Background: an optimization exercise with open tools, aiming at small area, a short achievable clock period and few clock cycles. Do not read the settings as production practice. Where RTL was checked, it was by simulation tests only, not by an equivalence proof against the original. No functional check of the RTL was part of runs 1 and 5 to 7. Power and IR drop assume default switching activity.

==> flow/design.v (outline; a module is shown in full before it is edited, if it fits) <==
// module modBigNumbers: 2097 lines
// module montInv: 15 lines
// module main: 175 lines
module main(input clk, input rst, input start, input [31:0] n, input [63:0] exponent,
    output ready, output done, output [31:0] prime1
    );
  // ...
==> flow/flow/run.sh <==
#!/bin/bash
set -euo pipefail
export BUFFER_PORTS_ARGS="-buffer_cell sky130_fd_sc_hd__buf_1"
bash standard.sh > standard.log 2>&1
==> flow/standard.sh <==
#!/bin/bash
# synth_recipe.tcl (not shown) runs the flow's synth.tcl, then flattens the netlist and writes it again
# the make line also repeats each setting of config.mk as NAME=value (left out here)
make -C /OpenROAD-flow-scripts/flow DESIGN_CONFIG=/design/flow/config.mk WORK_HOME=/design/flow/orfs CLKGATE_MAP_FILE= SYNTH_SCRIPT=/design/flow/synth_recipe.tcl "${@:-finish}"
==> flow/config.mk <==
export PLATFORM = sky130hd
export DESIGN_NAME = main
export DESIGN_NICKNAME = main
export VERILOG_FILES = /design/flow/design.v
export SDC_FILE = /design/flow/constraint.sdc
export NUM_CORES = 4
export LEC_CHECK = 0
export CAP_MARGIN = 20
export CORE_MARGIN = 2
export CORE_UTILIZATION = 55
export PLACE_DENSITY = 0.75
export SETUP_SLACK_MARGIN = 3.5
export SLEW_MARGIN = 20
export SYNTH_MEMORY_MAX_BITS = 65536
==> flow/constraint.sdc <==
create_clock -name core_clock -period 8.0 [get_ports {clk}]
set_input_delay 1.6000 -clock core_clock [delete_from_list [all_inputs] [get_ports {clk}]]
set_output_delay 1.6000 -clock core_clock [all_outputs]
set_load 0.01 [all_outputs]
==> flow_summary.yaml, run 1 <==
run_status:
  status: "no timing/DRC/antenna violations"
synthesis:
  synth_flop_cell: "dfxtp_1"
  synth_top_family_by_area: "compound AO/OA/AOI/OAI gates"
  synth.distinct_cells: 87
  ys_ff_latch: 271
timing:
  setup_viol_count_final: 0
  hold_viol: 0
  worst_pin_slew_ns: 1.20
cts:
  cts.sinks: 271
  cts_made_buffers: 34
  root_buffer: "clkbuf_16"
  path_clk_slew_ns: 0.06
die:
  die_w_microns: 223
  io_pins: 133
worst_setup_path:
  cp_top_family: "compound AO/OA/AOI/OAI gates"
  worst_path_max_delay_cell: "a21oi_1"
detailed_routing:
  vias: 25384
  wl_per_cell_microns: 25.8
  wl_met2_microns: 42400
global_routing:
  grt_max_degree: 74
  antenna_found_initial: 2
  grt_pass1_wl_microns: 146000
power_and_ir_drop:
  internal_power_w: 0.00593
layout:
  nFlopsAndLatches: 271
  largest_reg_flops: 64
  clk_share: 0.0360
==> module main, before the edit <==
module main(input clk, input rst, input start, input [31:0] n, input [63:0] exponent,
    output ready, output done, output [31:0] prime1
    );
	localparam ITER = 4;
	localparam K    = 36 / ITER;      
	reg st_idle, st_norm, st_dbl, st_n3, st_mul, st_conv, st_fin, st_gcd;
	reg        done_r;
	reg [31:0] a;         
	reg [63:0] er;        
	reg [6:0]  bl;        
	reg [6:0]  cnt;
	reg        first;     
	reg [33:0] v;
	reg [35:0] S, C;      
	reg [ITER-1:0] xb;    
	reg [ITER-1:0] xyl;   
	reg [ITER-1:0] u;     
	reg [33:0] n3;        
	assign ready  = st_idle;
	assign done   = done_r;
	assign prime1 = a;
	reg         cin;      
	wire [35:0] s_nx, c_nx;
	wire        cin_nx;
	modBigNumbers mont (.s(S), .c(C), .cin(cin), .x(xb), .y(v), .xyl(xyl), .u(u), .number(a), .n3(n3),
		.so(s_nx), .co(c_nx), .cout(cin_nx));
	wire [ITER-1:0] u_nx;
	montInv minv (.n(n[ITER-1:0]), .u(u_nx));
	wire [36:0] pa = st_conv ? {1'b0, S} :
	                 st_fin  ? 37'd0 :
	                 st_gcd  ? {1'b0, S} :
	                 st_n3   ? {4'd0, a, 1'b0} : {2'b00, v, 1'b0};
	wire [36:0] pb = st_conv ? {1'b0, C} :
	                 st_fin  ? {1'b1, ~{2'b00, v}} :
	                 st_n3   ? {5'd0, a} : ~{5'd0, a};
	wire        pc = st_conv ? cin : !st_n3;
	wire [37:0] sum2 = {pa, 1'b1} + {pb, pc};
	wire [36:0] sum  = sum2[37:1];
	wire        neg = sum[36];
	wire [33:0] v_dbl  = neg ? {v[32:0], 1'b0} : sum[33:0];
	wire [33:0] v_conv = er[59] ? {sum[32:0], 1'b0} : sum[33:0];
	wire        normdone = er[63] | (bl == 7'd4);
	wire [3:0]  P = er[63:60];
	wire [35:0] vpad = {2'b00, v};
	wire        b_eq_a = (S == {4'd0, a});
	reg  [31:0] mask;
	reg  [6:0]  cnt0;     
	integer     bi;
	always @(*) begin
		mask = 32'd0;
		cnt0 = 7'd36;
		for (bi = 0; bi < 32; bi = bi + 1) begin
			if (a[bi]) mask = {32{1'b1}} >> (31 - bi);
			if (n[bi]) cnt0 = 7'd35 - bi[6:0];
		end
	end
	wire [33:0] v_init = {2'b00, (~a & mask) | 32'd1};
	wire        dbl_now = !first && cnt != 0;
	wire [ITER-1:0] xb_nx = st_conv ? v_conv[ITER-1:0] : st_mul ? vpad[ITER*(cnt+1) +: ITER] : v[ITER-1:0];
	wire [ITER-1:0] yl_nx = st_conv ? v_conv[ITER-1:0] : v[ITER-1:0];
	wire [ITER-1:0] xyl_nx = xb_nx * yl_nx;
	always @(posedge clk) begin
		xb  <= xb_nx;
		xyl <= xyl_nx;
		S   <= 36'd0;
		C   <= 36'd0;
		cin <= 1'b0;
		if (st_fin) S <= sum[35:0];       
		if (st_gcd) begin
			if (!S[0])
				S <= S[1] ? {1'b0, S[35:1]} : {2'b00, S[35:2]};
			else if (neg)                  
				S <= {4'd0, a};
			else
				S <= sum[1] ? sum[36:1] : {1'b0, sum[36:2]};
		end
		if (st_mul) begin
			S   <= s_nx;
			C   <= c_nx;
			cin <= cin_nx;
		end
		if (st_idle) begin
			a   <= n;
			u   <= u_nx;
			er  <= exponent;
			bl  <= 7'd64;
			first <= 1'b1;
			cnt <= cnt0;
		end
		if (st_norm) begin
			first <= 1'b0;
			if (first)
				v   <= v_init;
			else if (cnt != 0) begin
				v   <= v_dbl;
				cnt <= cnt - 7'd1;
			end
			if (!normdone) begin
				er <= {er[62:0], 1'b0};
				bl <= bl - 7'd1;
			end
			else begin
				bl  <= bl - 7'd4;
				cnt <= cnt - {6'd0, dbl_now} + {3'b000, P};
			end
		end
		if (st_dbl) begin
			if (cnt != 0) begin
				v   <= v_dbl;
				cnt <= cnt - 7'd1;
			end
		end
		if (st_n3)
			n3  <= sum[33:0];
		if (st_mul) begin
			cnt <= cnt + 7'd1;
		end
		if (st_conv) begin
			v   <= v_conv;
			er  <= {er[62:0], 1'b0};
			bl  <= bl - 7'd1;
			cnt <= 7'd0;
		end
		if (st_gcd && S[0] && !b_eq_a && neg)
			a <= S[31:0];
		done_r <= 1'b0;
		if (rst) begin
			st_idle <= 1'b1;
			st_norm <= 1'b0;
			st_dbl  <= 1'b0;
			st_n3   <= 1'b0;
			st_mul  <= 1'b0;
			st_conv <= 1'b0;
			st_fin  <= 1'b0;
			st_gcd  <= 1'b0;
		end
		else begin
			if (st_idle && start) begin
				st_idle <= 1'b0;
				st_norm <= 1'b1;
			end
			if (st_norm && normdone) begin
				st_norm <= 1'b0;
				st_dbl  <= 1'b1;
			end
			if (st_dbl && cnt[6:1] == 6'd0) begin
				st_dbl <= 1'b0;
				st_n3  <= 1'b1;
			end
			if (st_n3) begin
				st_n3  <= 1'b0;
				if (bl == 0) st_fin <= 1'b1;
				else         st_mul <= 1'b1;
			end
			if (st_mul && cnt == K - 1) begin
				st_mul  <= 1'b0;
				st_conv <= 1'b1;
			end
			if (st_conv) begin
				st_conv <= 1'b0;
				if (bl == 7'd1) st_fin <= 1'b1;
				else            st_mul <= 1'b1;
			end
			if (st_fin) begin
				st_fin <= 1'b0;
				st_gcd <= 1'b1;
			end
			if (st_gcd && S[0] && b_eq_a) begin
				st_gcd  <= 1'b0;
				st_idle <= 1'b1;
				done_r  <= 1'b1;
			end
		end
	end
endmodule
==> run 2, diff against run 1 <==
--- a/flow/design.v
+++ b/flow/design.v
@@ -2145,9 +2145,9 @@
 	                 st_fin  ? 37'd0 :
 	                 st_gcd  ? {1'b0, S} :
-	                 st_n3   ? {4'd0, a, 1'b0} : {2'b00, v, 1'b0};
+	                 st_n3   ? {3'd0, a, 2'b00} : {2'b00, v, 1'b0};
 	wire [36:0] pb = st_conv ? {1'b0, C} :
 	                 st_fin  ? {1'b1, ~{2'b00, v}} :
-	                 st_n3   ? {5'd0, a} : ~{5'd0, a};
-	wire        pc = st_conv ? cin : !st_n3;
+	                 ~{5'd0, a};
+	wire        pc = st_conv ? cin : 1'b1;
 	wire [37:0] sum2 = {pa, 1'b1} + {pb, pc};
 	wire [36:0] sum  = sum2[37:1];
==> run 2 against run 1 <==
Clock skew shrank 0.0028 ns. Global-route usage about the same. Sequential cell count is the same. First-iteration DRC count shrank 5.3%. Total power increased by 8.0%. Critical path depth is the same. Synthesized area is 1.9% lower. Die area decreased by 1.9%. Routed wire length grew 0.48%. Final cell count fell by 3.3%. Non-clock buffer count increased by 5. Clock power decreased by 3%.
==> flow_summary.yaml, run 2 <==
cts:
  h-tree-depth: 1
  path_clk_slew_ns: 0.07
  root_buffer: "clkbuf_16"
  cts_made_buffers: 31
  cts_buffer_depth: 3
  cts.sinks: 271
  clkLatencyLatePin_ns: 0.63
  ctsHoldBuffers: 0
  tritoncts: "yes"
place:
  dpl_cell_area_sq_um: 26600
  port_buffers: 132
  placed_cells_incl_taps: 3561
  gp_congestion: 1.07
  place.detailed.hpwl_microns: 65000
  place_ws_ns: 2.01
timing:
  drv_slew: 0
  period_needed_ns: 4.48
  post-route-period-util: 0.560
  finalWorstSetupSlack_ns: 3.52
  slew_headroom: 0.141
  timing.fmax_mhz: 223
  hold_viol: 0
  setup_viol_count_final: 0
  rsz0062_at_grt: "true"
  worst_pin_slew_ns: 1.28
  finalClockSkew_ns: 0.0208
  tns_ns: 0
synthesis:
  yosysWarnings: 3
  synth-edff-count: 76
  synthTopCellsByCount: "272 x nor2_1, 255 x inv_1, 222 x o21ai_0, 216 x a21oi_1, 206 x fa_1"
  netlist_instances: 3018
  post-synth-top-count-cell: "nor2_1"
  seq_area_frac_synth: 0.239
  ys_ff_latch: 271
  synth_area_per_cell_sq_um: 8.57
  synth_flop_cell: "dfxtp_1"
  synth_area_sq_um: 25900
  async_flop_share: 0
  yosys-top-cells-area: "fa_1 16%, dfxtp_1 15%, edfxtp_1 8.8%, mux2i_1 6.9%, and2_1 4.3%"
  synth.distinct_cells: 80
  syn_nets: 3400
  synth_top_area_cell: "fa_1"
  synth_top_cell_area_share: 0.159
die:
  die_h_microns: 221
  fp.dieArea_sq_um: 48800
  core-area_sq_um: 46500
  initial_utilization: 0.557
  die_w_microns: 221
  io_pins: 133
  rows: 79
layout:
  layout_commonest_cell: "nor2_1"
  top_register: "er"
  multi_input_area_sq_um: 18300
  largest_reg_flops: 64
  area_growth_pct: 11.0
  regArea_sq_um: 6230
  fillers: 3942
  fin_util: 0.618
  final_cell_mix: "269 x nor2_1, 255 x inv_1, 215 x o21ai_0"
  final_layout_size_suffix_gt1_frac: 0.106
  fin_nets: 3431
  reg_top3: "er (64), S (36), C (35)"
  fin_cells: 3680
  stdcell_area_sq_um: 28700
global_routing:
  grt_remaining_overflow: 0
  grt_max_degree: 130
  globalRouteTotalUtil: 0.383
  grt_pass1_wl_microns: 145000
  grt_pass1_vias: 24067
  antenna_found_initial: 1
power_and_ir_drop:
  p_leak_nw: 11.8
  vdd_drop_max_v: 0.000368
  cellPowerDensity_nw_per_um2: 466
worst_setup_path:
  crit_buf_inv: 1
  start_kind: "register"
  max_stage_delay_ns: 0.74
  timing.rr.start: "st_fin$_SDFF_PP0_"
  path_class: "reg -> reg"
  cp.depth: 14
  reg2reg_setup_slack_ns: 3.52
  endpoint: "v[29]$_DFF_P_"
  critPathArrivalTime_ns: 5.04
  cp-end-kind: "register"
  crit_chain: "buf_12 -> mux2_2 -> o21ai_0 -> ha_1 -> nand4_1 -> nor3_1 -> nand3_1 -> o21ai_2 -> a21o_1 -> a21oi_1 -> xnor2_1 -> mux2_2 -> a221oi_1 -> a21oi_1"
  reg2reg_depth: 14
  cp-startpoint: "st_fin$_SDFF_PP0_"
  cp_data_required_time_ns: 8.56
  r2r_end: "v[29]$_DFF_P_"
  crit_path_max_fanout: 24
  worst_path_max_delay_cell: "xnor2_1"
  cp_top_family: "compound AO/OA/AOI/OAI gates"
flow_run:
  maxCapViolations: 0
detailed_routing:
  wl_per_cell_microns: 26.8
  drtIter0Drc: 3413
  vias: 24836
  drt_pass1_iterations: 9
  ant_nets: 0
  drcViolationCount: 0
  totalWireLength_microns: 98500
  via_per_inst: 6.75
worst_hold_path:
  hp-class: "reg -> reg"
  min_from: "er[36]$_DFF_P_"
run_status:
  status: "no timing/DRC/antenna violations"
run 2: cell count changes in the layout (fill, tap and decap cells not counted), moves of 27 or more:
cell     delta
mux2_2     +54
mux2_4     -27
a21oi_1    -31
nor2_1     -47
xnor2_1    -28
nand2_1    -44
run 2: metal layers:
layer  GRT usage  vias to the layer above  routed length (microns)
li1            -                    10559                        -
met1       0.508                    11867                    36700
met2       0.566                     1958                    41400
met3       0.108                      450                    13400
met4       0.207                        2                     6860
met5      0.0196                        -                      133
run 2: logic make-up (layout without fill, tap and decap cells):
family,after synthesis,count (layout),synth area share
buffers and inverters,486,535,0.0719
XOR/XNOR,100,100,0.0339
AO/OA/AOI/OAI,772,772,0.189
AND/OR/NAND/NOR,828,833,0.154
multiplexers,278,278,0.115
other,0,1,0
flip-flops,271,271,0.239
adder cells (fa/ha/maj),283,283,0.197
run 2: power by group:
| part | switching (W) | leakage (nW) | total, W | internal [W] |
|---|---|---|---|---|
| combinational | 0.00588 | 8.96 | 0.00961 | 0.00372 |
| sequential | 0.000618 | 2.35 | 0.00230 | 0.00168 |
| clock | 0.000645 | 0.503 | 0.00148 | 0.000832 |
run 2: metrics by stage:
stage	total power, W	hold slack (ns)
2_1_floorplan	0.00816	0.465
3_3_place_gp	0.0107	0.467
3_5_place_dp	0.0111	0.473
4_1_cts	0.0128	0.482
5_1_grt	0.0143	0.509
6_report	0.0134	0.482
run 2: repair_timing:
| action | 4_1_cts | 5_1_grt |
|---|---|---|
| gates cloned | 5 | 5 |
| endpoints found under the hold margin | 0 | 0 |
| pin swaps | 8 | 10 |
| buffers inserted | 16 | 36 |
| gates resized for setup | 50 | 47 |
| setup endpoints to repair | 148 | 126 |
run 2: worst register-to-register path: stages (launching register included):
cell and delay, ns:
dfxtp_4 0.49, buf_12 0.25, mux2_2 0.37, o21ai_0 0.40
ha_1 0.33, nand4_1 0.14, nor3_1 0.41, nand3_1 0.15
o21ai_2 0.33, a21o_1 0.18, a21oi_1 0.08, xnor2_1 0.74
mux2_2 0.31, a221oi_1 0.08, a21oi_1 0.16
run 2: worst min-delay path by stage:
| stage | endpoint | depth (start not counted) |
|---|---|---|
| after global routing | er[59]$_DFF_P_ | 2 |
| after detailed placement | er[59]$_DFF_P_ | 2 |
| after CTS | er[37]$_DFF_P_ | 2 |
| after global placement | er[59]$_DFF_P_ | 2 |
| after floorplan | er[10]$_DFF_P_ | 2 |
| final | er[37]$_DFF_P_ | 2 |
run 2: layout make-up:
cell class | count | area share
clock inverter | 9 | 0.00309
tap | 607 | 0.0264
inverter | 257 | 0.0336
clock buffer | 47 | 0.0323
multi-input combinational | 2266 | 0.636
sequential | 271 | 0.217
antenna | 1 | 0.0000871
timing repair buffer | 222 | 0.0519
Testbench counts of run 2, summed over its fixed seeds: cycles 98,636.
==> run 3, diff against run 2 <==
--- a/flow/config.mk
+++ b/flow/config.mk
@@ -9,5 +9,4 @@
 export CORE_MARGIN = 2
 export CORE_UTILIZATION = 55
-export PLACE_DENSITY = 0.75
 export SETUP_SLACK_MARGIN = 3.5
 export SLEW_MARGIN = 20
==> run 3 against run 2 <==
Combinational power increased by 2%. Critical endpoint is now v[11]$_DFF_P_. Non-clock buffer count increased by 35. Sequential cell count unchanged. Still clean on timing, DRC and antenna. First-iteration DRC count is 6.1% lower. Clock-buffer cell count is 8 lower.
==> flow_summary.yaml, run 3 <==
run_status:
  status: "no timing/DRC/antenna violations"
timing:
  finalClockSkew_ns: 0.0170
  timing.fmax_mhz: 226
  tns_ns: 0
  post-route-period-util: 0.553
  whs_ns: 0.485
  worst_pin_slew_ns: 1.15
  drv_slew: 0
  rsz0062_at_grt: "true"
  period_needed_ns: 4.42
  slew_headroom: 0.235
  setup_viol_count_final: 0
  hold_viol: 0
place:
  gp_congestion: 1.04
  place.detailed.hpwl_microns: 68700
  dpl_cell_area_sq_um: 26700
  placed_cells_incl_taps: 3570
  port_buffers: 132
worst_setup_path:
  reg2reg_setup_slack_ns: 3.58
  crit_path_max_fanout: 21
  reg2reg_depth: 15
  critPathArrivalTime_ns: 4.90
  r2r_end: "v[11]$_DFF_P_"
  cp_data_required_time_ns: 8.48
  path_class: "reg -> reg"
  timing.rr.start: "st_fin$_SDFF_PP0_"
  start_kind: "register"
  cp-end-kind: "register"
global_routing:
  antenna_found_initial: 0
  globalRouteTotalUtil: 0.403
  grt_remaining_overflow: 0
  grt_pass1_wl_microns: 151000
  grt_max_degree: 130
  grt_pass1_vias: 23896
power_and_ir_drop:
  vdd_drop_max_v: 0.000562
  p_leak_nw: 12.0
  fin_total_pwr_w: 0.0136
  cellPowerDensity_nw_per_um2: 468
worst_hold_path:
  min_from: "er[51]$_DFF_P_"
  hold_path_end: "er[52]$_DFF_P_"
  min_path_cells: 2
  hp-class: "reg -> reg"
die:
  die_w_microns: 221
  io_pins: 133
  initial_utilization: 0.557
  core-area_sq_um: 46500
  die_h_microns: 221
  rows: 79
  fp.dieArea_sq_um: 48800
layout:
  largest_reg_flops: 64
  stdcell_area_sq_um: 29000
  final_layout_size_suffix_gt1_frac: 0.117
  fin_nets: 3466
  reg_top3: "er (64), S (36), C (35)"
  top_register: "er"
  layout_commonest_cell: "nor2_1"
  fin_cells: 3716
  area_growth_pct: 12.0
  final_cell_mix: "266 x nor2_1, 254 x inv_1, 214 x o21ai_0"
detailed_routing:
  drtIter0Drc: 3205
  ant_nets: 0
  totalWireLength_microns: 102000
  wl_per_cell_microns: 27.4
  drt_pass1_iterations: 8
  vias: 24586
  drcViolationCount: 0
  via_per_inst: 6.62
synthesis:
  synth_area_per_cell_sq_um: 8.57
  ys_ff_latch: 271
  syn_nets: 3400
  netlist_instances: 3018
  post-synth-top-count-cell: "nor2_1"
  synth_area_sq_um: 25900
  synth-edff-count: 76
  seq_area_frac_synth: 0.239
  yosysWarnings: 3
  synth_flop_cell: "dfxtp_1"
  async_flop_share: 0
  synth_top_cell_area_share: 0.159
  synth_top_area_cell: "fa_1"
  synth.distinct_cells: 80
  yosys-top-cells-area: "fa_1 16%, dfxtp_1 15%, edfxtp_1 8.8%, mux2i_1 6.9%, and2_1 4.3%"
  synthTopCellsByCount: "272 x nor2_1, 255 x inv_1, 222 x o21ai_0, 216 x a21oi_1, 206 x fa_1"
cts:
  cts_buffer_depth: 3
  ctsHoldBuffers: 0
  path_clk_slew_ns: 0.07
  clkLatencyLatePin_ns: 0.62
  root_buffer: "clkbuf_16"
  h-tree-depth: 1
  cts.sinks: 271
  tritoncts: "yes"
  cts_made_buffers: 31
flow_run:
  maxCapViolations: 0
==> run 3: layer usage <==
layer  vias to the layer above  GRT usage  share of wire
li1                      10646          -              -
met1                     11878      0.556           0.38
met2                      1723      0.620           0.44
met3                       339     0.0734           0.12
met4                         0      0.182          0.056
met5                         -          0              0
==> run 3: critical path, stage by stage (launching register included) <==
cell,delay (ns)
dfxtp_4,0.42
buf_12,0.23
mux2_2,0.35
o21ai_0,0.36
ha_1,0.38
and2_1,0.22
a31oi_2,0.23
o211ai_1,0.18
a21o_1,0.20
o2111ai_1,0.19
buf_4,0.23
and2_4,0.21
buf_4,0.25
mux2i_1,0.50
mux2_2,0.25
a211oi_1,0.07
==> run 3: final cells by class <==
| cell class | count | area, sq um |
|---|---|---|
| repair buffers | 257 | 1760 |
| clock inverters | 18 | 181 |
| well taps | 607 | 759 |
| clock buffers | 39 | 847 |
| inverters | 257 | 968 |
| fillers | 4099 | 17500 |
| multi-input cells | 2266 | 18200 |
| diodes | 1 | 2.50 |
| flip-flops and latches | 271 | 6230 |
==> run 3: cells by family after synthesis <==
kind of cell / share of synthesized area
AOI/OAI and AO/OA: 0.189
xor gates and xnor gates: 0.0339
adders and majority gates: 0.197
buffers and inverters: 0.0719
DFF: 0.239
muxes: 0.115
and+or+nand+nor: 0.154
==> run 3: what timing repair did <==
action / in CTS / in global routing
gates resized for setup: 41 / 56
cloned: 6 / 2
endpoints found under the hold margin: 0 / 0
buffers inserted: 24 / 56
setup endpoints to repair: 187 / 134
pin swaps: 6 / 9
==> run 3: report_power, final <==
part           switching, W  total (W)  internal, W
Clock              0.000647    0.00149     0.000847
Sequential         0.000618    0.00230      0.00168
Combinational       0.00598    0.00977      0.00379
==> run 3: through the flow <==
stage	setup slack, ns	util
6_report	3.58	0.623
5_1_grt	3.48	0.623
4_1_cts	3.50	0.607
3_5_place_dp	1.59	0.574
3_3_place_gp	1.79	0.574
2_1_floorplan	3.50	-
==> run 3: how the worst max path moves through the flow <==
stage                                   from         endpoint  cells past startpoint
after floorplan             st_n3$_SDFF_PP0_  a[24]$_DFFE_PP_                     18
after global placement    st_conv$_SDFF_PP0_  a[14]$_DFFE_PP_                     16
after detailed placement  st_conv$_SDFF_PP0_  a[14]$_DFFE_PP_                     16
after CTS                       S[1]$_DFF_P_    S[26]$_DFF_P_                     14
after global routing         C[0]$_SDFF_PN0_    S[26]$_DFF_P_                     16
final                      st_fin$_SDFF_PP0_    v[11]$_DFF_P_                     15
==> run 4, diff against run 3 <==
--- a/flow/config.mk
+++ b/flow/config.mk
@@ -8,5 +8,6 @@
 export CAP_MARGIN = 20
 export CORE_MARGIN = 2
-export CORE_UTILIZATION = 55
+export CORE_UTILIZATION = 65
+export PLACE_DENSITY = 0.8
 export SETUP_SLACK_MARGIN = 3.5
 export SLEW_MARGIN = 20
==> run 4 against run 3 <==
Routed wire length is 2.3% lower. Clock power decreased by 3%. Critical endpoint is now xyl[3]$_DFF_P_. Largest power group unchanged. Sequential power about the same. Die area shrank 15%. Critical path depth increased by 4.
==> flow_summary.yaml, run 4 <==
run_status:
  status: "no timing/DRC/antenna violations"
synthesis:
  syn_nets: 3400
  synth_top_area_cell: "fa_1"
  synth_top_cell_area_share: 0.159
  async_flop_share: 0
  synth.distinct_cells: 80
  synth_area_per_cell_sq_um: 8.57
  seq_area_frac_synth: 0.239
  synth_flop_cell: "dfxtp_1"
  post-synth-top-count-cell: "nor2_1"
  netlist_instances: 3018
  synthTopCellsByCount: "272 x nor2_1, 255 x inv_1, 222 x o21ai_0, 216 x a21oi_1, 206 x fa_1"
  ys_ff_latch: 271
  synth_area_sq_um: 25900
  yosysWarnings: 3
  yosys-top-cells-area: "fa_1 16%, dfxtp_1 15%, edfxtp_1 8.8%, mux2i_1 6.9%, and2_1 4.3%"
  synth-edff-count: 76
worst_setup_path:
  reg2reg_setup_slack_ns: 3.55
  r2r_end: "xyl[3]$_DFF_P_"
  cp_top_family: "XOR/XNOR gates"
  cp-end-kind: "register"
  worst_path_max_delay_cell: "dfxtp_4"
  path_class: "reg -> reg"
  critPathArrivalTime_ns: 4.95
  max_stage_delay_ns: 0.42
  reg2reg_depth: 19
  cp_common_cell: "xnor2_1"
  cp.depth: 19
  cp_data_required_time_ns: 8.50
  cp-startpoint: "st_gcd$_SDFFE_PP0P_"
  crit_buf_inv: 2
  crit_chain: "nor2_4 -> buf_12 -> a32oi_1 -> o21ai_0 -> ha_2 -> a21o_1 -> a31o_2 -> xor2_4 -> o211ai_1 -> inv_1 -> a21oi_2 -> nor2_1 -> ha_1 -> ha_1 -> ha_1 -> xnor2_1 -> xnor2_1 -> xnor2_1 -> xnor2_1"
  timing.rr.start: "st_gcd$_SDFFE_PP0P_"
  crit_path_max_fanout: 19
  start_kind: "register"
timing:
  timing.fmax_mhz: 225
  post-route-period-util: 0.556
  drv_slew: 0
  slew_headroom: 0.200
  period_needed_ns: 4.45
  hold_viol: 0
  rsz0062_at_grt: "true"
  worst_pin_slew_ns: 1.20
  finalClockSkew_ns: 0.0148
  tns_ns: 0
  setup_viol_count_final: 0
worst_hold_path:
  min_path_cells: 2
  min_from: "er[41]$_DFF_P_"
  hp-class: "reg -> reg"
  hold_path_end: "er[42]$_DFF_P_"
layout:
  area_growth_pct: 10.6
  stdcell_area_sq_um: 28600
  final_layout_size_suffix_gt1_frac: 0.110
  layout_commonest_cell: "nor2_1"
  top_register: "er"
  fin_nets: 3439
  reg_top3: "er (64), S (36), C (35)"
  final_cell_mix: "269 x nor2_1, 254 x inv_1, 212 x o21ai_0"
  largest_reg_flops: 64
power_and_ir_drop:
  cellPowerDensity_nw_per_um2: 473
  p_leak_nw: 11.8
  vdd_drop_max_v: 0.000376
detailed_routing:
  drcViolationCount: 0
  drt_pass1_iterations: 10
  wl_per_cell_microns: 27.5
  drtIter0Drc: 3437
  vias: 24959
  ant_nets: 0
  via_per_inst: 6.92
  totalWireLength_microns: 99300
die:
  rows: 73
  io_pins: 133
  fp.dieArea_sq_um: 41400
  initial_utilization: 0.655
  core-area_sq_um: 39500
  die_h_microns: 203
  die_w_microns: 203
global_routing:
  antenna_found_initial: 2
  grt_pass1_wl_microns: 147000
  globalRouteTotalUtil: 0.467
  grt_max_degree: 130
  grt_remaining_overflow: 0
  grt_pass1_vias: 24557
cts:
  tritoncts: "yes"
  cts.sinks: 271
  cts_buffer_depth: 3
  ctsHoldBuffers: 0
  root_buffer: "clkbuf_16"
  clkLatencyLatePin_ns: 0.61
  path_clk_slew_ns: 0.06
  h-tree-depth: 1
  cts_made_buffers: 31
place:
  port_buffers: 132
  gp_congestion: 1.05
  place.detailed.hpwl_microns: 66600
  dpl_cell_area_sq_um: 26600
flow_run:
  maxCapViolations: 0
==> run 4: cell counts after synthesis <==
Identical to the previous run, type by type.
==> run 4: area by class of cell <==
| class | count | area, sq um |
|---|---|---|
| clock buffers | 52 | 935 |
| repair buffers | 232 | 1520 |
| flip-flops and latches | 271 | 6230 |
| clock inverters | 6 | 73.8 |
| fillers | 3015 | 10900 |
| inverters | 257 | 965 |
| multi-input cells | 2264 | 18200 |
| well taps | 525 | 657 |
| diodes | 1 | 2.50 |
==> run 4: tightest hold or removal path, delay by kind of cell, from the launching register on <==
kind	cells	cell delay, ns
AND/OR/NAND/NOR	1	0.09
AO/OA/AOI/OAI	1	0.04
flip-flops	1	0.31
==> run 4: cell families after synthesis <==
group	after synthesis	share of synthesized area
DFF	271	0.239
AOI/OAI and AO/OA	772	0.189
xor gates and xnor gates	100	0.0339
and+or+nand+nor	828	0.154
muxes	278	0.115
adders and majority gates	283	0.197
buffers and inverters	486	0.0719
==> run 4: power breakdown <==
part	switching (W)	total, W	internal (W)	leakage, nW
sequential	0.000621	0.00230	0.00168	2.35
combinational	0.00601	0.00977	0.00376	9.00
clock	0.000624	0.00145	0.000825	0.495
==> run 4: per-stage QoR <==
step	utilization	hold WS (ns)	instances	power, W	setup slack [ns]
finish	0.725	0.483	3608	0.0135	3.55
global route	0.725	0.500	3607	0.0143	3.45
CTS	0.709	0.487	3565	0.0129	3.51
detailed placement	0.674	0.476	3490	0.0112	1.43
global placement	0.674	0.464	3490	0.0108	1.61
floorplan	-	0.465	3018	0.00816	3.50
==> run 4: how the worst max path moves through the flow <==
stage | endpoint | slack, ns
final | xyl[3]$_DFF_P_ | 3.55
after global routing | S[31]$_DFF_P_ | 3.45
after CTS | a[26]$_DFFE_PP_ | 3.51
after detailed placement | v[23]$_DFF_P_ | 1.43
after global placement | v[7]$_DFF_P_ | 1.61
after floorplan | a[24]$_DFFE_PP_ | 3.50
==> run 4: routing by layer <==
metal | routed length, microns | global-route usage | vias to the layer above
li1 | - | - | 10584
met1 | 36300 | 0.605 | 11905
met2 | 42500 | 0.712 | 1948
met3 | 13700 | 0.131 | 520
met4 | 6670 | 0.250 | 2
met5 | 12 | 0 | -
==> run 4: timing repair <==
action | 4_1_cts | 5_1_grt
gates cloned | 4 | 4
setup endpoints to repair | 176 | 137
buffers inserted | 13 | 38
gates resized for setup | 46 | 53
pin swaps | 5 | 7
==> run 5, diff against run 4 <==
--- a/flow/design.v
+++ b/flow/design.v
@@ -2119,7 +2119,7 @@
 	localparam ITER = 4;
 	localparam K    = 36 / ITER;      
-	reg st_idle, st_norm, st_dbl, st_n3, st_mul, st_conv, st_fin, st_gcd;
+	reg st_idle, st_norm, st_dbl, st_n3, st_mul, st_conv, st_fin, st_gcd, st_neg;
 	reg        done_r;
-	reg [31:0] a;         
+	reg [32:0] a;         
 	reg [63:0] er;        
 	reg [6:0]  bl;        
@@ -2127,5 +2127,7 @@
 	reg        first;     
 	reg [33:0] v;
-	reg [35:0] S, C;      
+	reg [36:0] S;         
+	reg [35:0] C;         
+	reg        cin;       
 	reg [ITER-1:0] xb;    
 	reg [ITER-1:0] xyl;   
@@ -2134,20 +2136,22 @@
 	assign ready  = st_idle;
 	assign done   = done_r;
-	assign prime1 = a;
-	reg         cin;      
+	assign prime1 = a[31:0];
 	wire [35:0] s_nx, c_nx;
 	wire        cin_nx;
-	modBigNumbers mont (.s(S), .c(C), .cin(cin), .x(xb), .y(v), .xyl(xyl), .u(u), .number(a), .n3(n3),
-		.so(s_nx), .co(c_nx), .cout(cin_nx));
+	modBigNumbers mont (.s(S[35:0]), .c(C), .cin(cin), .x(xb), .y(v), .xyl(xyl), .u(u), .number(a[31:0]),
+		.n3(n3), .so(s_nx), .co(c_nx), .cout(cin_nx));
 	wire [ITER-1:0] u_nx;
 	montInv minv (.n(n[ITER-1:0]), .u(u_nx));
-	wire [36:0] pa = st_conv ? {1'b0, S} :
-	                 st_fin  ? 37'd0 :
-	                 st_gcd  ? {1'b0, S} :
-	                 st_n3   ? {3'd0, a, 2'b00} : {2'b00, v, 1'b0};
+	wire        same = (S[36] == a[32]);
+	wire [36:0] a_x  = {{4{a[32]}}, a};
+	wire [36:0] pa = st_conv ? {1'b0, S[35:0]} :
+	                 st_gcd  ? S :
+	                 st_n3   ? {a_x[35:0], 1'b0} :
+	                 (first | st_neg) ? 37'd0 : {2'b00, v, 1'b0};
 	wire [36:0] pb = st_conv ? {1'b0, C} :
-	                 st_fin  ? {1'b1, ~{2'b00, v}} :
-	                 ~{5'd0, a};
-	wire        pc = st_conv ? cin : 1'b1;
+	                 st_gcd  ? (!S[0] ? 37'd0 : same ? ~a_x : a_x) :
+	                 st_n3   ? a_x : ~a_x;
+	wire        pc = st_conv ? cin :
+	                 st_gcd  ? (S[0] & same) : !st_n3;
 	wire [37:0] sum2 = {pa, 1'b1} + {pb, pc};
 	wire [36:0] sum  = sum2[37:1];
@@ -2155,8 +2159,11 @@
 	wire [33:0] v_dbl  = neg ? {v[32:0], 1'b0} : sum[33:0];
 	wire [33:0] v_conv = er[59] ? {sum[32:0], 1'b0} : sum[33:0];
+	wire [36:0] b_nx = sum[1] ? {sum[36], sum[36:1]} : {{2{sum[36]}}, sum[36:2]};
+	wire        d_zero = (sum == 37'd0);
+	wire        d_flip = S[0] & (sum[36] != S[36]);    
+	wire        a_neg  = d_flip ? S[36] : a[32];       
 	wire        normdone = er[63] | (bl == 7'd4);
 	wire [3:0]  P = er[63:60];
 	wire [35:0] vpad = {2'b00, v};
-	wire        b_eq_a = (S == {4'd0, a});
 	reg  [31:0] mask;
 	reg  [6:0]  cnt0;     
@@ -2165,11 +2172,13 @@
 		mask = 32'd0;
 		cnt0 = 7'd36;
-		for (bi = 0; bi < 32; bi = bi + 1) begin
-			if (a[bi]) mask = {32{1'b1}} >> (31 - bi);
-			if (n[bi]) cnt0 = 7'd35 - bi[6:0];
-		end
+		for (bi = 0; bi < 32; bi = bi + 1)
+			if (a[bi]) begin
+				mask = {32{1'b1}} >> (31 - bi);
+				cnt0 = 7'd35 - bi[6:0];
+			end
 	end
-	wire [33:0] v_init = {2'b00, (~a & mask) | 32'd1};
+	wire [33:0] v_init = {2'b00, sum[31:0] & mask};
 	wire        dbl_now = !first && cnt != 0;
+	wire [6:0]  cnt_cur = first ? cnt0 : cnt;
 	wire [ITER-1:0] xb_nx = st_conv ? v_conv[ITER-1:0] : st_mul ? vpad[ITER*(cnt+1) +: ITER] : v[ITER-1:0];
 	wire [ITER-1:0] yl_nx = st_conv ? v_conv[ITER-1:0] : v[ITER-1:0];
@@ -2178,33 +2187,29 @@
 		xb  <= xb_nx;
 		xyl <= xyl_nx;
-		S   <= 36'd0;
+		S   <= 37'd0;
 		C   <= 36'd0;
 		cin <= 1'b0;
-		if (st_fin) S <= sum[35:0];       
-		if (st_gcd) begin
-			if (!S[0])
-				S <= S[1] ? {1'b0, S[35:1]} : {2'b00, S[35:2]};
-			else if (neg)                  
-				S <= {4'd0, a};
-			else
-				S <= sum[1] ? sum[36:1] : {1'b0, sum[36:2]};
-		end
+		if (st_fin)
+			S <= {1'b1, 2'b00, v};      
+		if (st_gcd)
+			S <= b_nx;
 		if (st_mul) begin
-			S   <= s_nx;
+			S   <= {1'b0, s_nx};
 			C   <= c_nx;
 			cin <= cin_nx;
 		end
 		if (st_idle) begin
-			a   <= n;
+			a   <= {1'b0, n};
 			u   <= u_nx;
 			er  <= exponent;
 			bl  <= 7'd64;
 			first <= 1'b1;
-			cnt <= cnt0;
 		end
 		if (st_norm) begin
 			first <= 1'b0;
-			if (first)
+			if (first) begin
 				v   <= v_init;
+				cnt <= cnt0;
+			end
 			else if (cnt != 0) begin
 				v   <= v_dbl;
@@ -2217,5 +2222,5 @@
 			else begin
 				bl  <= bl - 7'd4;
-				cnt <= cnt - {6'd0, dbl_now} + {3'b000, P};
+				cnt <= cnt_cur - {6'd0, dbl_now} + {3'b000, P};
 			end
 		end
@@ -2237,6 +2242,8 @@
 			cnt <= 7'd0;
 		end
-		if (st_gcd && S[0] && !b_eq_a && neg)
-			a <= S[31:0];
+		if (st_gcd && d_flip)
+			a <= S[32:0];
+		if (st_neg)
+			a <= sum[32:0];
 		done_r <= 1'b0;
 		if (rst) begin
@@ -2249,4 +2256,5 @@
 			st_fin  <= 1'b0;
 			st_gcd  <= 1'b0;
+			st_neg  <= 1'b0;
 		end
 		else begin
@@ -2281,6 +2289,15 @@
 				st_gcd <= 1'b1;
 			end
-			if (st_gcd && S[0] && b_eq_a) begin
+			if (st_gcd && d_zero) begin
 				st_gcd  <= 1'b0;
+				if (a_neg)
+					st_neg  <= 1'b1;
+				else begin
+					st_idle <= 1'b1;
+					done_r  <= 1'b1;
+				end
+			end
+			if (st_neg) begin
+				st_neg  <= 1'b0;
 				st_idle <= 1'b1;
 				done_r  <= 1'b1;
==> flow/run.sh (new file) <==
#!/bin/bash
# synth_recipe.tcl (not shown) runs the flow's synth.tcl, then flattens the netlist and writes it again
# the make line also repeats each setting of config.mk as NAME=value (left out here)
make -C /OpenROAD-flow-scripts/flow DESIGN_CONFIG=/design/flow/config.mk WORK_HOME=/design/flow/orfs CLKGATE_MAP_FILE= SYNTH_SCRIPT=/design/flow/synth_recipe.tcl finish
--- a/flow/config.mk
+++ b/flow/config.mk
@@ -6,8 +6,8 @@
 export NUM_CORES = 4
 export LEC_CHECK = 0
+export ABC_AREA = 1
 export CAP_MARGIN = 20
 export CORE_MARGIN = 2
-export CORE_UTILIZATION = 65
-export PLACE_DENSITY = 0.8
+export CORE_UTILIZATION = 55
 export SETUP_SLACK_MARGIN = 3.5
 export SLEW_MARGIN = 20
removed: flow/flow/run.sh
removed: flow/standard.sh
==> run 5 against run 4 <==
First-iteration DRC count grew 29%. Sequential cell count grew 3. Register-to-register slack lost 0.49 ns. Global-route usage shrank 5.0 points. Total power shrank 17%. Sequential power shrank 3%. Maximum frequency shrank 9.9%. Clock skew grew 0.0045 ns. Clock power grew 14%. Worst setup slack lost 0.49 ns. Critical endpoint is now cnt[6]$_SDFF_PP0_. Highest routed layer unchanged.
==> flow_summary.yaml, run 5 <==
layout:
  top_register: "er"
  largest_reg_flops: 64
  regArea_sq_um: 6290
  area_growth_pct: 22.7
  final_layout_size_suffix_gt1_frac: 0.145
  fin_nets: 4326
  fin_cells: 4588
  fillers: 4118
  reg_top3: "er (64), S (37), C (35)"
  layout_commonest_cell: "nand2_1"
  final_cell_mix: "787 x nand2_1, 631 x inv_1, 232 x o21ai_0"
  multi_input_area_sq_um: 17700
detailed_routing:
  vias: 29329
  via_per_inst: 6.39
  ant_nets: 0
  drcViolationCount: 0
  totalWireLength_microns: 112000
  wl_per_cell_microns: 24.4
  drtIter0Drc: 4420
  drt_pass1_iterations: 12
place:
  port_buffers: 132
  gp_congestion: 0.985
  place.detailed.hpwl_microns: 70400
  placed_cells_incl_taps: 4329
power_and_ir_drop:
  cellPowerDensity_nw_per_um2: 346
  vdd_drop_max_v: 0.000335
  p_leak_nw: 15.5
cts:
  cts.sinks: 274
  path_clk_slew_ns: 0.06
  h-tree-depth: 2
  cts_made_buffers: 34
  tritoncts: "yes"
  cts_buffer_depth: 3
  clkLatencyLatePin_ns: 0.58
  root_buffer: "clkbuf_16"
timing:
  post-route-period-util: 0.617
  finalClockSkew_ns: 0.0193
  setup_viol_count_final: 0
  whs_ns: 0.462
  worst_pin_slew_ns: 1.15
  timing.fmax_mhz: 203
  slew_headroom: 0.226
  hold_viol: 0
  rsz0062_at_grt: "true"
  period_needed_ns: 4.93
  drv_slew: 0
  tns_ns: 0
worst_hold_path:
  hp-class: "reg -> reg"
  min_path_cells: 2
global_routing:
  antenna_found_initial: 3
  globalRouteTotalUtil: 0.417
  grt_remaining_overflow: 0
  grt_pass1_wl_microns: 160000
  grt_max_degree: 129
  grt_pass1_vias: 27091
synthesis:
  async_flop_share: 0
  yosysWarnings: 3
  netlist_instances: 3813
  yosys-top-cells-area: "fa_1 16%, dfxtp_1 15%, nand2_1 12%, inv_1 9.4%, edfxtp_1 8.7%"
  synth_top_area_cell: "fa_1"
  synth_top_cell_area_share: 0.156
  post-synth-top-count-cell: "nand2_1"
  seq_area_frac_synth: 0.236
  synth_area_sq_um: 26500
  synth.distinct_cells: 64
  ys_ff_latch: 274
  synth-edff-count: 77
  synthTopCellsByCount: "834 x nand2_1, 661 x inv_1, 326 x o21ai_0, 241 x nor2_1, 229 x a21oi_1"
  synth_flop_cell: "dfxtp_1"
  synth_area_per_cell_sq_um: 6.95
  syn_nets: 4194
die:
  initial_utilization: 0.556
  rows: 80
  fp.dieArea_sq_um: 50000
  die_w_microns: 224
  die_h_microns: 224
  io_pins: 133
  core-area_sq_um: 47600
worst_setup_path:
  worst_path_max_delay_cell: "edfxtp_1"
  crit_path_max_fanout: 2
  path_class: "reg -> reg"
  cp-end-kind: "register"
  reg2reg_depth: 46
  start_kind: "register"
  cp_top_family: "simple AND/OR/NAND/NOR gates"
  critPathArrivalTime_ns: 5.37
  crit_buf_inv: 2
  cp.depth: 46
  cp_common_cell: "nand2_1"
  cp_data_required_time_ns: 8.43
  max_stage_delay_ns: 0.42
flow_run:
  maxCapViolations: 0
run_status:
  status: "no timing/DRC/antenna violations"
-- run 5: layer usage --
layer | track usage | wire length [microns] | vias up | part of all wire
met5 | 0 | 34 | - | 0.00030
met4 | 0.201 | 7060 | 4 | 0.063
met3 | 0.112 | 16300 | 570 | 0.15
met2 | 0.629 | 47300 | 2369 | 0.42
met1 | 0.556 | 41000 | 13713 | 0.37
li1 | - | - | 12673 | -
-- run 5: final cells by class --
cell class / count / share of cell area
well taps: 615 / 0.0237
diodes: 2 / 0.000154
flip-flops and latches: 274 / 0.193
repair inverters: 4 / 0.00173
clock inverters: 13 / 0.00415
multi-input cells: 2591 / 0.546
clock buffers: 49 / 0.0314
repair buffers: 361 / 0.119
inverters: 679 / 0.0811
-- run 5: logic make-up after synthesis --
group | synth area share
buffers and inverters | 0.141
AO/OA/AOI/OAI | 0.221
AND/OR/NAND/NOR | 0.200
adder cells (fa/ha/maj) | 0.191
flip-flops | 0.236
XOR/XNOR | 0.0109
-- run 5: worst paths after layout --
kind	startpoint	to	slack, ns
max	a[1]$_DFFE_PP_	cnt[6]$_SDFF_PP0_	3.07
min	er[0]$_SDFF_PP0_	er[0]$_SDFF_PP0_	0.46
max reg2reg	a[1]$_DFFE_PP_	cnt[6]$_SDFF_PP0_	3.07
min reg2reg	er[0]$_SDFF_PP0_	er[0]$_SDFF_PP0_	0.46
-- run 5: through the flow --
step | power (W) | worst slack, ns | utilization | cell area, sq um
after floorplan | 0.00645 | 3.56 | - | 26500
after global placement | 0.00824 | 1.62 | 0.583 | 27800
after detailed placement | 0.00842 | 1.45 | 0.583 | 27800
after CTS | 0.0104 | 3.28 | 0.643 | 30600
after global routing | 0.0121 | 2.78 | 0.683 | 32500
final | 0.0112 | 3.07 | 0.683 | 32500
-- run 5: timing repair --
item                                    in CTS  in global routing
cloned                                      10                 17
hold buffers                                 0                  0
buffers inserted                            79                 89
endpoints found under the setup margin     201                143
gates resized for setup                    183                295
pin swaps                                   42                144
-- run 5: report_power, final --
part | switching (W) | internal, W | leakage [nW]
Combinational | 0.00457 | 0.00280 | 12.5
Clock | 0.000712 | 0.000936 | 0.568
Sequential | 0.000560 | 0.00167 | 2.38
Total | 0.00584 | 0.00540 | 15.5
-- run 5: worst register-to-register path, delay by kind of cell (launching register included) --
| family | cells | cell delay [ns] |
|---|---|---|
| flip-flops | 1 | 0.42 |
| AO/OA/AOI/OAI | 9 | 1.05 |
| AND/OR/NAND/NOR | 32 | 2.33 |
| adder cells (fa/ha/maj) | 3 | 0.83 |
| buffers and inverters | 2 | 0.14 |
==> run 6, diff against run 5 <==
--- a/flow/config.mk
+++ b/flow/config.mk
@@ -6,5 +6,4 @@
 export NUM_CORES = 4
 export LEC_CHECK = 0
-export ABC_AREA = 1
 export CAP_MARGIN = 20
 export CORE_MARGIN = 2
==> run 6 against run 5 <==
Still clean. First-iteration DRC count fell by 30%. Clock skew shrank 0.0073 ns. Clock power barely moved. Register-to-register slack better by 0.07 ns. Clock-buffer cell count is 1 lower. Synthesized area up 1.4%. Critical path type unchanged. Largest cell class unchanged.
==> flow_summary.yaml, run 6 <==
layout:
  antenna_cells: 0
  largest_reg_flops: 64
  reg_top3: "er (64), S (37), C (35)"
  final_layout_size_suffix_gt1_frac: 0.157
  layout_commonest_cell: "inv_1"
  top_register: "er"
  area_growth_pct: 20.8
  fin_cells: 3990
  final_cell_mix: "276 x inv_1, 249 x nor2_1, 245 x nand2_1"
  fin_nets: 3722
power_and_ir_drop:
  p_clk_frac: 0.165
  vdd_drop_max_v: 0.000201
  p_leak_nw: 13.4
  internal_power_w: 0.00504
  switching_share: 0.488
  p_switching_w: 0.00480
  seqPwrFrac: 0.233
  cellPowerDensity_nw_per_um2: 303
  p_comb_frac: 0.602
worst_setup_path:
  path_class: "reg -> reg"
  cp-end-kind: "register"
  reg2reg_setup_slack_ns: 3.14
  start_kind: "register"
  r2r_end: "st_idle$_SDFF_PP1_"
  cp-startpoint: "a[32]$_DFFE_PP_"
  cp_data_required_time_ns: 8.50
  critPathArrivalTime_ns: 5.36
  reg2reg_depth: 24
  crit_path_max_fanout: 6
  endpoint: "st_idle$_SDFF_PP1_"
  timing.rr.start: "a[32]$_DFFE_PP_"
detailed_routing:
  totalWireLength_microns: 103000
  via_per_inst: 6.55
  drt_pass1_iterations: 9
  drcViolationCount: 0
  vias: 26130
  wl_per_cell_microns: 25.7
  drtIter0Drc: 3110
  ant_nets: 0
cts:
  h-tree-depth: 2
  clkLatencyLatePin_ns: 0.57
  cts_buffer_depth: 3
  path_clk_slew_ns: 0.06
  ctsHoldBuffers: 0
  tritoncts: "yes"
  cts.sinks: 274
  cts_made_buffers: 35
  root_buffer: "clkbuf_16"
global_routing:
  grt_remaining_overflow: 0
  grt_max_degree: 131
  antenna_found_initial: 1
  grt_pass1_vias: 25183
  globalRouteTotalUtil: 0.395
  grt_pass1_wl_microns: 153000
place:
  placed_cells_incl_taps: 3756
  port_buffers: 132
  gp_congestion: 1.05
  place.detailed.hpwl_microns: 68900
synthesis:
  async_flop_share: 0
  seq_area_frac_synth: 0.233
  synthTopCellsByCount: "286 x inv_1, 258 x nor2_1, 254 x nand2_1, 234 x a21oi_1, 226 x clkbuf_1"
  yosys-top-cells-area: "fa_1 15%, dfxtp_1 15%, edfxtp_1 8.6%, mux2i_1 6.0%, a21oi_1 4.4%"
  syn_nets: 3629
  synth_area_sq_um: 26900
  synth.distinct_cells: 90
  synth_top_area_cell: "fa_1"
  post-synth-top-count-cell: "inv_1"
  synth-edff-count: 77
  netlist_instances: 3248
  synth_top_cell_area_share: 0.153
  synth_flop_cell: "dfxtp_1"
  ys_ff_latch: 274
  synth_area_per_cell_sq_um: 8.28
  yosysWarnings: 3
die:
  initial_utilization: 0.553
  io_pins: 133
  die_w_microns: 225
  rows: 81
  fp.dieArea_sq_um: 50700
  core-area_sq_um: 48600
  die_h_microns: 225
timing:
  hold_viol: 0
  rsz0062_at_grt: "true"
  slew_headroom: 0.177
  drv_slew: 0
  whs_ns: 0.485
  timing.fmax_mhz: 206
  worst_pin_slew_ns: 1.23
  period_needed_ns: 4.86
  tns_ns: 0
  post-route-period-util: 0.608
  finalClockSkew_ns: 0.0120
  setup_viol_count_final: 0
worst_hold_path:
  hp-class: "reg -> reg"
  min_path_cells: 2
flow_run:
  maxCapViolations: 0
run_status:
  status: "no timing/DRC/antenna violations"
run 6: layout make-up:
type | count | area [sq um]
multi-input cells | 2389 | 19700
fillers | 4028 | 16200
flip-flops and latches | 274 | 6280
repair buffers | 352 | 3430
inverters | 289 | 1110
clock buffers | 48 | 996
well taps | 622 | 778
clock inverters | 16 | 155
run 6: kinds of logic (layout without fill, tap and decap cells):
family,Yosys count,after routing,synth area share
XOR/XNOR,131,132,0.0440
AND/OR/NAND/NOR,901,906,0.161
flip-flops,274,274,0.233
multiplexers,179,179,0.0699
AO/OA/AOI/OAI,889,889,0.215
adder cells (fa/ha/maj),283,283,0.189
buffers and inverters,591,705,0.0881
run 6: worst min-delay path by stage:
| stage | startpoint | end | slack, ns |
|---|---|---|---|
| floorplan | st_fin$_SDFF_PP0_ | st_fin$_SDFF_PP0_ | 0.41 |
| global placement | er[58]$_DFF_P_ | er[59]$_DFF_P_ | 0.46 |
| detailed placement | er[57]$_DFF_P_ | er[58]$_DFF_P_ | 0.48 |
| CTS | er[58]$_DFF_P_ | er[59]$_DFF_P_ | 0.49 |
| global route | er[43]$_DFF_P_ | er[44]$_DFF_P_ | 0.50 |
| finish | er[58]$_DFF_P_ | er[59]$_DFF_P_ | 0.49 |
run 6: power by group through the flow:
| stage | registers (W) | clock network [W] | logic, W |
|---|---|---|---|
| after floorplan | 0.00178 | 0 | 0.00399 |
| after global placement | 0.00228 | 0 | 0.00514 |
| final | 0.00229 | 0.00162 | 0.00592 |
| after global routing | 0.00231 | 0.00169 | 0.00654 |
| after detailed placement | 0.00229 | 0 | 0.00525 |
| after CTS | 0.00225 | 0.00163 | 0.00560 |
run 6: through the flow:
step / setup slack, ns / utilization / total power, W / area, sq um
floorplan: 3.51 / - / 0.00577 / 27100
global placement: 1.98 / 0.583 / 0.00742 / 28300
detailed placement: 1.79 / 0.583 / 0.00754 / 28300
CTS: 3.31 / 0.643 / 0.00949 / 31300
global route: 3.06 / 0.668 / 0.0105 / 32500
finish: 3.14 / 0.668 / 0.00984 / 32500
run 6: repair_timing:
item,CTS,global route
resized for setup,191,145
cloned,7,5
endpoints found under the setup margin,168,140
setup buffers,107,50
pin swaps,74,78
run 6: worst max-delay path, stage by stage, from the launching register on:
cell and delay [ns]:
edfxtp_1 0.40, buf_6 0.15, xnor2_4 0.12, buf_12 0.16, buf_12 0.15, xnor2_2 0.13, o221ai_1 0.20, o21a_1 0.20
ha_4 0.23, a21oi_4 0.14, o21ai_2 0.07, o31ai_2 0.27, xor2_1 0.31, buf_4 0.16, buf_4 0.10, buf_4 0.10
buf_4 0.10, buf_4 0.10, nand4_1 0.13, or4_4 0.48, nand4b_1 0.26, nor4b_4 0.27, nand4_1 0.23, buf_4 0.21
o21ai_2 0.09
run 6: metal layers:
metal  routed length (microns)  track usage  share of wire  vias up
met5                        16            0        0.00016        -
met4                      4740        0.166          0.046        2
met3                     11400       0.0794           0.11      325
met2                     46000        0.622           0.45     1696
met1                     40600        0.532           0.40    12736
li1                          -            -              -    11371
==> run 7, diff against run 6 <==
--- a/flow/design.v
+++ b/flow/design.v
@@ -2160,5 +2160,5 @@
 	wire [33:0] v_conv = er[59] ? {sum[32:0], 1'b0} : sum[33:0];
 	wire [36:0] b_nx = sum[1] ? {sum[36], sum[36:1]} : {{2{sum[36]}}, sum[36:2]};
-	wire        d_zero = (sum == 37'd0);
+	wire        d_zero = same ? (S == a_x) : ((S ^ a_x) == {(S[35:0] | a_x[35:0]), 1'b0});
 	wire        d_flip = S[0] & (sum[36] != S[36]);    
 	wire        a_neg  = d_flip ? S[36] : a[32];       
==> run 7 against run 6 <==
Worst setup slack better by 0.14 ns. Clock-buffer cell count unchanged. Via count decreased by 4.0%. Non-clock buffer count decreased by 59. Critical path type unchanged.
==> flow_summary.yaml, run 7 <==
timing:
  post-route-period-util: 0.590
  tns_ns: 0
  drv_slew: 0
  rsz0062_at_grt: "true"
  finalClockSkew_ns: 0.0366
  worst_pin_slew_ns: 1.11
  setup_viol_count_final: 0
  finalWorstSetupSlack_ns: 3.28
  hold_viol: 0
  period_needed_ns: 4.72
  slew_headroom: 0.256
  timing.fmax_mhz: 212
synthesis:
  synth.distinct_cells: 79
  synthTopCellsByCount: "329 x inv_1, 295 x a21oi_1, 288 x nor2_1, 206 x fa_1, 204 x clkbuf_1"
  yosysWarnings: 3
  syn_nets: 3614
  synth_area_per_cell_sq_um: 8.33
  ys_ff_latch: 274
  netlist_instances: 3197
  async_flop_share: 0
  synth_area_sq_um: 26600
  post-synth-top-count-cell: "inv_1"
  synth_top_area_cell: "fa_1"
  synth_flop_cell: "dfxtp_1"
  seq_area_frac_synth: 0.235
  synth-edff-count: 77
  synth_top_cell_area_share: 0.155
  yosys-top-cells-area: "fa_1 15%, dfxtp_1 15%, edfxtp_1 8.7%, a21oi_1 5.5%, ha_1 5.3%"
power_and_ir_drop:
  p_leak_nw: 13.3
  cellPowerDensity_nw_per_um2: 313
  vdd_drop_max_v: 0.000224
layout:
  layout_commonest_cell: "inv_1"
  fin_nets: 3667
  fin_util: 0.656
  fin_cells: 3893
  final_cell_mix: "327 x inv_1, 281 x nor2_1, 280 x a21oi_1"
  top_register: "er"
  largest_reg_flops: 64
  regArea_sq_um: 6280
  reg_top3: "er (64), S (37), C (35)"
  multi_input_area_sq_um: 18900
  area_growth_pct: 17.6
  final_layout_size_suffix_gt1_frac: 0.119
  fillers: 4072
cts:
  ctsHoldBuffers: 0
  cts_buffer_depth: 3
  path_clk_slew_ns: 0.06
  clkLatencyLatePin_ns: 0.58
  cts.sinks: 274
  root_buffer: "clkbuf_16"
  cts_made_buffers: 35
  tritoncts: "yes"
  h-tree-depth: 2
global_routing:
  grt_pass1_wl_microns: 148000
  grt_remaining_overflow: 0
  antenna_found_initial: 2
  grt_max_degree: 130
  globalRouteTotalUtil: 0.385
  grt_pass1_vias: 24211
die:
  rows: 80
  io_pins: 133
  die_w_microns: 224
  initial_utilization: 0.558
  core-area_sq_um: 47700
  die_h_microns: 224
  fp.dieArea_sq_um: 50200
detailed_routing:
  via_per_inst: 6.44
  drt_pass1_iterations: 6
  wl_per_cell_microns: 25.1
  totalWireLength_microns: 97600
  drtIter0Drc: 3242
  vias: 25081
  ant_nets: 0
  drcViolationCount: 0
worst_setup_path:
  cp_data_required_time_ns: 8.30
  cp-end-kind: "register"
  cp_common_cell: "buf_12"
  crit_chain: "buf_8 -> or2_4 -> buf_4 -> a221oi_1 -> a21oi_1 -> ha_4 -> nand3_1 -> nor2_4 -> nand4_1 -> a211oi_4 -> nor3_2 -> buf_4 -> o41ai_4 -> xnor2_2 -> buf_12 -> xnor2_4 -> nand3_4 -> buf_12 -> buf_12 -> mux2i_1 -> o21ai_1"
  crit_path_max_fanout: 41
  critPathArrivalTime_ns: 5.02
  max_stage_delay_ns: 0.38
  path_class: "reg -> reg"
  start_kind: "register"
  worst_path_max_delay_cell: "or2_4"
place:
  place.detailed.hpwl_microns: 67800
  place_ws_ns: 1.35
  port_buffers: 132
  placed_cells_incl_taps: 3714
  gp_congestion: 1.04
worst_hold_path:
  hp-class: "reg -> reg"
flow_run:
  maxCapViolations: 0
run_status:
  status: "no timing/DRC/antenna violations"
## run 7: power by group
group | total, W | internal, W | switching (W) | leakage, nW
Combinational | 0.00591 | 0.00245 | 0.00346 | 10.4
Clock | 0.00168 | 0.000992 | 0.000688 | 0.590
Sequential | 0.00223 | 0.00165 | 0.000578 | 2.37
## run 7: worst paths after layout
kind | from | endpoint | cells past startpoint | slack (ns)
worst max-delay path | st_gcd$_SDFFE_PP0P_ | a[1]$_DFFE_PP_ | 21 | 3.28
worst min-delay path | er[9]$_DFF_P_ | er[10]$_DFF_P_ | 2 | 0.48
worst max register to register | st_gcd$_SDFFE_PP0P_ | a[1]$_DFFE_PP_ | 21 | 3.28
worst min register to register | er[9]$_DFF_P_ | er[10]$_DFF_P_ | 2 | 0.48
## run 7: what timing repair did
action,4_1_cts,5_1_grt
pin swaps,48,57
setup buffers,74,29
resized for setup,143,80
endpoints found under the setup margin,205,145
cloned,10,1
## run 7: cell families (layout without fill, tap and decap cells)
logic type,Yosys count,count (layout),share of synthesized area
AOI/OAI and AO/OA,858,858,0.204
xor gates and xnor gates,173,173,0.0585
buffers and inverters,611,687,0.0921
adders and majority gates,319,319,0.208
DFF,274,274,0.235
other,0,1,0
muxes,149,149,0.0586
and+or+nand+nor,813,817,0.144
## run 7: per-stage QoR
stage | hold WS (ns) | power (W) | instance area [sq um]
2_1_floorplan | 0.436 | 0.00592 | 26700
3_3_place_gp | 0.471 | 0.00752 | 28000
3_5_place_dp | 0.478 | 0.00764 | 28000
4_1_cts | 0.484 | 0.00962 | 30700
5_1_grt | 0.495 | 0.0106 | 31300
6_report | 0.480 | 0.00982 | 31300
## run 7: critical path, delay by kind of cell, from the launching register on
| family | cells | cell delay (ns) |
|---|---|---|
| muxes | 1 | 0.18 |
| adders and majority gates | 1 | 0.35 |
| xor gates and xnor gates | 2 | 0.35 |
| DFF | 1 | 0.34 |
| AOI/OAI and AO/OA | 5 | 0.99 |
| and+or+nand+nor | 6 | 1.14 |
| buffers and inverters | 6 | 1.04 |
## run 7: cell type report
cell class / instances / area share
diodes: 1 / 0.0000799
clock buffers: 48 / 0.0325
clock inverters: 16 / 0.00551
inverters: 330 / 0.0399
multi-input cells: 2316 / 0.603
flip-flops and latches: 274 / 0.201
well taps: 615 / 0.0246
repair buffers: 293 / 0.0942
## run 7: metal layers
metal,vias up,GRT usage,wire [microns],share of wire
met5,-,0,8,0.000082
met4,2,0.176,5300,0.054
met3,339,0.0672,9630,0.099
met2,1505,0.597,43300,0.44
met1,12171,0.525,39300,0.40
li1,11064,-,-,-

-- static timing again, ports no longer ideal --
Ports are ideal in the flow. The routed layouts listed here were re-timed in OpenROAD.
Step 1: set_driving_cell puts a clkbuf_16 on clk and a buf_2 on each other input, an assumption about the parent block.
Step 2 moves the port delays by t, midway between the first and last clock arrival at a register: inputs arrive t later, outputs are due t later. That takes back most of the time a late clock gives input paths.
a / b / c = no drivers / after step 1 / after step 2; a / b = the first two.
run | t (ns) | slack for setup (ns) | worst register clock-pin slew, ns
run 1 | 0.613 | 3.500 / 3.500 / 3.500 | 0.07 / 0.07
run 2 | 0.680 | 3.517 / 3.517 / 3.018 | 0.07 / 0.07
run 3 | 0.671 | 3.576 / 3.576 / 3.539 | 0.07 / 0.07
run 4 | 0.661 | 3.553 / 3.553 / 3.553 | 0.07 / 0.07
run 5 | 0.637 | 3.066 / 3.066 / 3.066 | 0.07 / 0.07
run 6 | 0.625 | 3.137 / 3.137 / 3.137 | 0.06 / 0.06
run 7 | 0.623 | 3.279 / 3.279 / 3.279 | 0.07 / 0.07
After both steps every run listed still meets setup and hold. For run 2, which loses most, drivers alone change the setup slack by 0.000 ns; drivers and shift together by -0.499 ns.
